From an optimization exercise on the open Yosys and OpenROAD flow, aimed at small area and a short achievable clock period; shortcuts taken in it are not production practice.
Function was checked by simulation only, so behaviour that the tests miss may differ from the original.
No activity file was given, so power comes from the tool's default toggle rates.

`flow/design.v`:
```
module Mux2 (
	input 			selector,
	input 	[31:0] 	input0,
	input 	[31:0] 	input1,
	output 	[31:0] 	data
);
assign data = (selector == 0 ? input0 : input1);
endmodule  
module Mux4 (
	input 	[1:0]	selector,
	input 	[31:0]	input0,
	input 	[31:0]	input1,
	input 	[31:0]	input2,
	input 	[31:0]	input3,
	output 	[31:0]	data
);
assign data = (selector[1] == 0)
				? (selector[0] == 0 ? input0 : input1)
				: (selector[0] == 0 ? input2 : input3);
endmodule  
module Adder (
	input 			[31:0]	dataa,
	input 			[31:0] 	datab,
	input 					add_or_sub,
	output 	reg 	[31:0] 	result,
	output 	reg 			CF,
	output 	reg 			OF,
	output 	reg 			ZF,
	output 	reg 			SF
);
reg [31:0] datab_xor, datab_xor_tmp;
reg carry_n, carry_n_1;
always @(*) begin
	datab_xor = {32{add_or_sub}} ^ datab[31:0];
	datab_xor_tmp = {32{add_or_sub}} ^ datab[31:0] + add_or_sub;
	{carry_n, result} = dataa[31:0] + datab_xor[31:0] + add_or_sub;
	CF = carry_n ^ add_or_sub;
	OF = (dataa[31] == datab_xor[31]) && (dataa[31] != result[31]);
	ZF = ~(|result[31:0]);
	SF = result[31];
end
endmodule  
module Shifter (
	input 			[31:0]	dataa,
	input 			[31:0] 	datab,
	input 					l_or_r,
	input 					a_or_h,
	output 	reg 	[31:0] 	result
);
always @(*) begin
	casex ({a_or_h, l_or_r})
		2'bx0: begin
			result = dataa << datab[4:0];
		end
		2'b01: begin
			result = (dataa >> datab[4:0]) | ({32{dataa[31]}} << (32 - datab[4:0]));
		end
		2'b11: begin
			result = dataa >> datab[4:0];
		end
		default: begin
			result = 32'bx;
		end	
	endcase
end
endmodule  
module ALU (
	input 		[31:0] 	dataa,
	input 		[31:0] 	datab,
	input 		[3:0]  	ALUctr,
	output 	reg			less,
	output 	reg			zero,
	output 	reg	[31:0] 	aluresult
);
wire [31:0] result_tmp[1:0];
wire CF, OF, ZF, SF;
Adder adder(
	.dataa(dataa),
	.datab(datab),
	.add_or_sub(ALUctr[1] | ALUctr[3]),  
	.result(result_tmp[0]),
	.CF(CF),
	.OF(OF),
	.ZF(ZF),
	.SF(SF)
);
Shifter shifter(
	.dataa(dataa),
	.datab(datab),
	.l_or_r(ALUctr[2]),  
	.a_or_h(~ALUctr[3]),  
	.result(result_tmp[1])
);
always @(*) begin
	casex (ALUctr)
		4'bx00x: begin
			aluresult = result_tmp[ALUctr[0]];
			zero = |aluresult;
			less = 1'b0;
		end
		4'b0010: begin
			zero = ZF;
			less = (SF ^ OF) & ~ZF;
			aluresult = less;
		end
		4'b1010: begin
			zero = ZF;
			less = CF & ~ZF;
			aluresult = less;
		end
		4'bx011: begin
			aluresult = datab;
			zero = |aluresult;
			less = 1'b0;
		end
		4'bx100: begin
			aluresult = dataa ^ datab;
			zero = |aluresult;
			less = 1'b0;
		end
		4'bx101: begin
			aluresult = result_tmp[ALUctr[0]];
			zero = |aluresult;
			less = 1'b0;
		end
		4'bx110: begin
			aluresult = dataa | datab;
			zero = |aluresult;
			less = 1'b0;
		end
		4'bx111: begin
			aluresult = dataa & datab;
			zero = |aluresult;
			less = 1'b0;
		end
		default: begin
			aluresult = 32'bx;
			zero = 1'bx;
			less = 1'bx;
		end
	endcase
end
endmodule  
module BranchCond (
	input 			[2:0] 	branch, 
	input 					zero, 
	input 					less, 
	output 	wire 			pcAsrc, 
	output 	wire 			pcBsrc
);
assign pcAsrc = (~branch[2] & (branch[1] ^ branch[0])) 
				| (branch[2] & ~branch[1] & (branch[0] ^ zero)) 
				| (branch[2] & branch[1] & (branch[0] ^ less));
assign pcBsrc = ~branch[2] & branch[1] & ~branch[0];
endmodule  
module ContrGen (
	input 			[6:0] 	op,
	input 			[2:0] 	func3,
	input 			[6:0] 	func7,
	output 	wire 	[2:0] 	extop,
	output 	wire 			regwr,
	output 	wire 			ALUAsrc,
	output 	wire 	[1:0] 	ALUBsrc,
	output 	wire 	[3:0] 	ALUctr,
	output 	wire 	[2:0] 	branch,
	output 	wire 			mem2reg,
	output 	wire 			memwr,
	output 	wire 	[2:0] 	memop
);
assign extop[2] = (&op[6:5]) & ~op[4] & (&op[3:2]);
assign extop[1] = op[5] & (&(~op[4:2]));
assign extop[0] = (~op[6] & op[4] & ~op[3] & op[2]) | ((&op[6:5]) & (&(~op[4:2])));
assign regwr = ~(op[5] & (&(~op[4:2])));
assign ALUAsrc = (~op[6] & ~op[5] & op[4] & ~op[3] & op[2]) | (op[6] & op[5] & ~op[4] & op[2]);
assign ALUBsrc[1] = op[6] & op[5] & ~op[4] & op[2];
assign ALUBsrc[0] = (~op[6] & (~op[5] | ~op[4]) & ~op[3] & ~op[2]) | (~op[6] & op[4] & ~op[3] & op[2]);
assign ALUctr = (op[4] & ~op[3] & op[2])
					? (op[5] ? 4'b0011 : 4'b0000)
					: ((~op[6] & ~op[5] & op[4] & ~op[3] & ~op[2])	
						? (~(|func3[2:0])
							? 4'b0000
							: ((~func3[2] & func3[1])
								? {func3[0], 3'b010}
								: {func7[5], func3[2:0]}))
						: ((~op[6] & op[5] & op[4] & ~op[3] & ~op[2])
							? ((~func3[2] & func3[1])
								? {func3[0], 3'b010}
								: {func7[5], func3[2:0]})
							: ((&op[6:5])
								? (op[2]
									? 4'b0000
									: {&func3[2:1], 3'b010})
								: 4'b0000)));						
assign branch[2] = op[6] & op[5] & (&(~op[4:2]));
assign branch[1] = op[6] & op[5] & ((~op[3] & op[2]) | ((&(~op[4:2])) & func3[2]));
assign branch[0] = op[6] & op[5] & (op[3] | func3[0]);
assign mem2reg = &(~op[6:2]);
assign memwr = ~op[6] & op[5] & ~op[4] & ~op[3] & ~op[2];
assign memop = func3[2:0];
endmodule  
module ImmGen (
	input 			[24:0] 	instr_31_7, 
	input 			[2:0] 	extop, 
	output 	wire 	[31:0] 	imm
);
wire [31:0] immI;
wire [31:0] immU;
wire [31:0] immS;
wire [31:0] immB;
wire [31:0] immJ;
assign immI = {{20{instr_31_7[24]}}, instr_31_7[24:13]};
assign immU = {instr_31_7[24:5], 12'b0};
assign immS = {{20{instr_31_7[24]}}, instr_31_7[24:18], instr_31_7[4:0]};
assign immB = {{20{instr_31_7[24]}}, instr_31_7[0], instr_31_7[23:18], instr_31_7[4:1], 1'b0};
assign immJ = {{12{instr_31_7[24]}}, instr_31_7[12:5], instr_31_7[13], instr_31_7[23:14], 1'b0};
assign imm = (extop == 3'b000)
				? immI
				: ((extop == 3'b001)
					? immU
					: ((extop == 3'b010)
						? immS
						: ((extop == 3'b011)
							? immB
							: immJ)));
endmodule  
module RegFile (
	input 					clk, 
	input 					regwr, 
	input 			[4:0] 	ra, 
	input 			[4:0] 	rb, 
	input 			[4:0] 	rw, 
	input 			[31:0] 	busW, 
	output 	wire 	[31:0] 	busA, 
	output 	wire 	[31:0] 	busB
);
reg [31:0] regs[31:0];
assign busA = regs[ra];
assign busB = regs[rb];
always @(posedge clk) begin
	regs[0] <= 0;
	if(regwr && rw != 0) begin
		regs[rw] <= busW;		
	end
end
endmodule  
module rv32is(
	input 			clock,
	input 			reset,
	output 	[31:0] 	imemaddr,
	input  	[31:0] 	imemdataout,
	output 	[31:0] 	dmemaddr,
	input  	[31:0] 	dmemdataout,
	output 	[31:0] 	dmemdatain,
	output 	[2:0]	dmemop,
	output			dmemwe,
	output 	[31:0] 	dbgdata
);
reg 	[31:0] 	pc;
wire 	[31:0]	pcA, pcB, nxtpc;
wire 	[31:0] 	instr;
wire 	[6:0] 	op;
wire 	[2:0] 	func3;
wire 	[6:0] 	func7;
wire 	[4:0] 	ra, rb, rw;
wire 	[31:0] 	busW, busA, busB;
wire 	[2:0] 	extop;
wire 			regwr;
wire 			ALUAsrc;
wire 	[1:0] 	ALUBsrc;
wire 	[3:0] 	ALUctr;
wire 	[2:0] 	branch;
wire 			mem2reg;
wire 			memwr;
wire 	[2:0] 	memop;
wire 			pcAsrc, pcBsrc;
wire 	[31:0] 	imm;
wire 	[31:0] 	alua, alub, aluresult;
wire 			less, zero;
assign instr = imemdataout;
assign op = instr[6:0];
assign func3 = instr[14:12];
assign func7 = instr[31:25];
assign ra = instr[19:15];
assign rb = instr[24:20];
assign rw = instr[11:7];
ImmGen immgen(
	.instr_31_7(instr[31:7]), 
	.extop(extop), 
	.imm(imm)
);
ContrGen contrgen(
	.op(op),
	.func3(func3),
	.func7(func7),
	.extop(extop),
	.regwr(regwr),
	.ALUAsrc(ALUAsrc),
	.ALUBsrc(ALUBsrc),
	.ALUctr(ALUctr),
	.branch(branch),
	.mem2reg(mem2reg),
	.memwr(memwr),
	.memop(memop)
);
RegFile myregfile(
	.clk(clock), 
	.regwr(regwr), 
	.ra(ra), 
	.rb(rb), 
	.rw(rw), 
	.busW(busW), 
	.busA(busA), 
	.busB(busB)
);
Mux2 mux2_ALUAsrc(
	.selector(ALUAsrc),
	.input0(busA),
	.input1(pc),
	.data(alua)
);
Mux4 mux4_ALUBsrc(
	.selector(ALUBsrc),
	.input0(busB),
	.input1(imm),
	.input2(32'd4),
	.input3(32'd0),
	.data(alub)
);
ALU alu(
	.dataa(alua),
	.datab(alub),
	.ALUctr(ALUctr),
	.less(less),
	.zero(zero),
	.aluresult(aluresult)
);
BranchCond branchcond(
	.branch(branch), 
	.zero(zero), 
	.less(less), 
	.pcAsrc(pcAsrc),
	.pcBsrc(pcBsrc)
);
Mux2 mux2_pcAsrc(
	.selector(pcAsrc),
	.input0(32'd4),
	.input1(imm),
	.data(pcA)
);
Mux2 mux2_pcBsrc(
	.selector(pcBsrc),
	.input0(pc),
	.input1(busA),
	.data(pcB)
);
assign nxtpc = reset ? 32'b0 : ((pcA + pcB) & {31'h7fffffff, ~pcBsrc});
assign imemaddr = nxtpc;
assign dmemaddr = aluresult;
assign dmemdatain = busB;
assign dmemop = memop;
assign dmemwe = memwr;
Mux2 mux2_regwr(
	.selector(mem2reg),
	.input0(aluresult),
	.input1(dmemdataout),
	.data(busW)
);
assign dbgdata = pc;
always @(posedge clock) begin
	if(reset) begin
		pc <= 0;
	end
	else begin
		pc <= nxtpc;
	end
end
endmodule  
```
`flow/run.sh`:
```
#!/bin/bash
# synth_recipe.tcl (not shown) runs the flow's synth.tcl, then flattens the netlist and writes it again
# the make line also repeats each setting of config.mk as NAME=value (left out here)
make -C /OpenROAD-flow-scripts/flow DESIGN_CONFIG=/design/flow/config.mk WORK_HOME=/design/flow/orfs CLKGATE_MAP_FILE= SYNTH_SCRIPT=/design/flow/synth_recipe.tcl finish
```
`flow/config.mk`:
```
export PLATFORM = sky130hd
export DESIGN_NAME = rv32is
export DESIGN_NICKNAME = rv32is
export VERILOG_FILES = /design/flow/design.v
export SDC_FILE = /design/flow/constraint.sdc
export NUM_CORES = 4
export LEC_CHECK = 0
export CAP_MARGIN = 20
export CORE_MARGIN = 2
export CORE_UTILIZATION = 40
export SETUP_SLACK_MARGIN = 0.5
export SLEW_MARGIN = 20
export SYNTH_MEMORY_MAX_BITS = 2048
```
`flow/constraint.sdc`:
```
create_clock -name core_clock -period 17.0 [get_ports {clock}]
set_input_delay 3.4000 -clock core_clock [delete_from_list [all_inputs] [get_ports {clock}]]
set_output_delay 3.4000 -clock core_clock [all_outputs]
set_load 0.01 [all_outputs]
```
==> summary.txt <==
[cells in the final DEF, fill, tap and decap left out, types with 20 or more instances in the layout]
cell,instances
mux2_2,92
conb_1,32
mux2i_1,162
nor2_4,34
o211ai_1,31
o21ai_0,110
nand2_1,122
buf_4,622
nand3_1,38
o21ai_1,39
clkbuf_16,117
buf_12,36
nor2_1,233
nor3_1,32
clkdlybuf4s50_1,168
a31oi_1,20
nand2b_1,24
a21oi_1,167
a211oi_1,21
a221oi_1,33
clkinv_2,25
xor2_1,30
inv_1,121
nor2b_1,21
edfxtp_1,992
a21oi_2,23
a21o_1,25
dfxtp_1,64
ha_1,121
mux4_2,620
xnor2_1,40
[cell families after synthesis]
logic type	count (synthesis)	synth area share
fa+ha+maj	130	0.0275
mux	913	0.287
simple gates	630	0.0494
xor+xnor	77	0.0114
flops	1056	0.520
compound gates	675	0.0739
other cells	1	0.0000628
buf+inv	412	0.0312
[path summary, 6_finish.rpt]
kind / start / endpoint / slack (ns)
worst max-delay path: imemdataout[20] / imemaddr[30] / 0.74
worst min-delay path: pc[1]$_SDFF_PP0_ / pc[1]$_SDFF_PP0_ / 0.93
worst max register to register: myregfile.regs[12][1]$_DFFE_PP_ / pc[28]$_SDFF_PP0_ / 6.66
worst min register to register: pc[1]$_SDFF_PP0_ / pc[1]$_SDFF_PP0_ / 0.93
[repair_timing]
action / 4_1_cts / 5_1_grt
endpoints found under the setup margin: 21 / 20
pin swaps: 18 / 60
gates resized for setup: 84 / 137
endpoints found under the hold margin: 0 / 0
cloned: 3 / 6
setup buffers: 22 / 65
[routing by layer]
metal | track usage | wire [um]
met5 | 0 | 108
met2 | 0.429 | 97700
met3 | 0.0562 | 21600
met4 | 0.105 | 9180
met1 | 0.386 | 85800
[worst max-delay path, delay by kind of cell]
family          cells  cell delay (ns)
compound gates     21             4.04
xor+xnor            2             0.29
fa+ha+maj           2             0.61
buf+inv            10             1.65
mux                 4             1.57
simple gates        8             1.25
[state kept, by name, summed over array words and instances (netlist names)]
register        flops
myregfile.regs   1024
pc                 32
[cell usage after synthesis, types with 42 or more instances]
master    number
edfxtp_1     992
mux4_2       620
nor2_1       268
a21oi_1      192
mux2i_1      169
ha_1         128
inv_1        124
clkbuf_1     123
nand2_1      123
o21ai_0      117
mux2_2       110
buf_2         66
dfxtp_1       64
buf_1         50
xnor2_1       44
nor3_1        42
[through the flow]
step                      cells  total power (uW)  hold slack [ns]
final                      6673              8680            0.926
after global routing       6671              8990            0.974
after CTS                  6599              8600            0.898
after detailed placement   6368              6060            0.885
after global placement     6366              6030            0.870
after floorplan            3925              4780            0.855
[cell type report]
cell class / count / share of cell area
inverter: 131 / 0.00667
tap: 1930 / 0.0327
multi-input combinational: 2457 / 0.379
timing repair buffer: 891 / 0.110
clock inverter: 74 / 0.0115
sequential: 1056 / 0.421
clock buffer: 132 / 0.0395
antenna: 2 / 0.0000678
[power by group]
part           total [uW]  switching [uW]  internal, uW
clock                2520            1050          1470
combinational        2810            1700          1120
sequential           3350            42.2          3300
==> results.py <==
metrics = {
    "status": {
        "outcome": "timing/DRC/antenna clean",
    },
    "clocking": {
        "cts_buffers": 110,
        "htreeDepth": 3,
        "clock_latency_ns": 0.74,
        "numClockSinks": 1056,
        "ctsHoldBuffers": 0,
        "clock_path_buffers": 3,
        "cts_tree": "yes",
        "clk_pin_slew_ns": 0.06,
        "clockRootBuffer": "clkbuf_16",
    },
    "sta": {
        "clock_skew_ns": 0.0466,
        "setup_viol": 0,
        "rsz0062_at_grt": "true",
        "maxSlewHeadroom": 0.180,
        "fin_crit_sh": 0.957,
        "setup_tns_ns": 0,
        "hold_viol_final": 0,
        "period_needed_ns": 16.26,
        "fin_ws_ns": 0.737,
        "drv_slew": 0,
        "max_slew.worst_pin.slew_ns": 1.22,
        "fmaxAchievable_mhz": 61.5,
    },
    "global_route": {
        "antenna_found_initial": 7,
        "overflow": 0,
        "grt_pass1_vias": 41100,
        "grt_max_degree": 59,
        "grt_pass1_wl_um": 300000,
        "groute.usage.overall": 0.277,
    },
    "synth": {
        "synth_cell_types": 107,
        "yosysWarnings": 5,
        "ys_seq_elements": 1056,
        "synth.area.top_cells": "edfxtp_1, mux4_2, mux2i_1",
        "synth.avg_cell_area_sq_um": 15.3,
        "syn_area_sq_um": 59800,
        "synth_flop_cell": "edfxtp_1",
        "syn-instance-count": 3894,
        "yosysTopAreaCell": "edfxtp_1",
        "synth_top_area_frac": 0.499,
        "synth-edff-count": 992,
        "ys_seq_area_frac": 0.520,
        "synthArstFlopShare": 0,
    },
    "layout": {
        "nNetsFinal": 4843,
        "n_fill_cell": 12400,
        "seq_area_sq_um": 31100,
        "postLayoutCoreUtil": 0.499,
        "drive_gt1_frac": 0.383,
        "final_area_sq_um": 73900,
        "synthToLayoutAreaGrowth_pct": 23.6,
        "multi_input_area_sq_um": 28000,
    },
    "drt": {
        "routed_via_density": 6.28,
        "drt_pass1_iterations": 6,
        "routed_wl_um": 214000,
        "via_count": 41900,
        "drcViolationCount": 0,
        "drt-initial-drc-count": 4966,
        "wl_per_cell_um": 32.1,
        "ant_nets": 0,
    },
    "setup_path": {
        "startpoint_type": "primary input",
        "required_ns": 13.60,
        "crit_arrival_ns": 12.86,
        "path_class": "in -> out",
        "cp_max_fo": 7,
        "r2r_cells": 51,
        "crit_path_max_incr_delay_ns": 0.51,
        "critPathSlowestCell": "mux4_2",
        "crit_path_end_kind": "primary output",
        "crit_top_cell": "buf_4",
    },
    "placement": {
        "gp_congestion": 0.986,
        "place_ws_ns": -0.710,
        "dpl_cell_area_sq_um": 68300,
        "dp_hpwl_um": 148000,
        "io_buffers": 195,
    },
    "min_path": {
        "whs_path_depth": 3,
        "hp-class": "reg -> reg",
    },
    "floorplan": {
        "io_pins": 198,
        "die_y_um": 391,
        "num_rows": 141,
        "initial_core_util": 0.404,
        "die_area_sq_um": 152000,
        "die_w_um": 391,
        "core_sq_um": 148000,
    },
    "flow_run": {
        "max_cap_viol_count": 0,
    },
    "power_and_ir_drop": {
        "peakVddDrop_mv": 0.0771,
        "p_leak_uw": 0.0264,
        "p_per_area_nw_per_um2": 118,
    },
}

[static timing again, ports no longer ideal]
The results above use ideal ports. As a check the final layout listed here was re-extracted and re-timed, cells and wires unchanged. Step 1, drivers: a clkbuf_16 drives clock and a buf_2 each remaining input, both assumed. Step 2, shift: input delay + t, output delay - t, t = (earliest + latest rising clock arrival at the registers) / 2. This alone moves slack from input paths to output paths. Slacks: no drivers / after step 1 / after step 2; pairs: no drivers / after step 1.
t (ns): 0.794
setup slack, ns: 0.737 / 0.583 / 0.583
hold WS [ns]: 0.926 / 0.926 / 0.926
After both steps setup and hold are still met in this run. For this run, drivers alone change the setup slack by -0.154 ns; drivers and shift together by -0.154 ns.
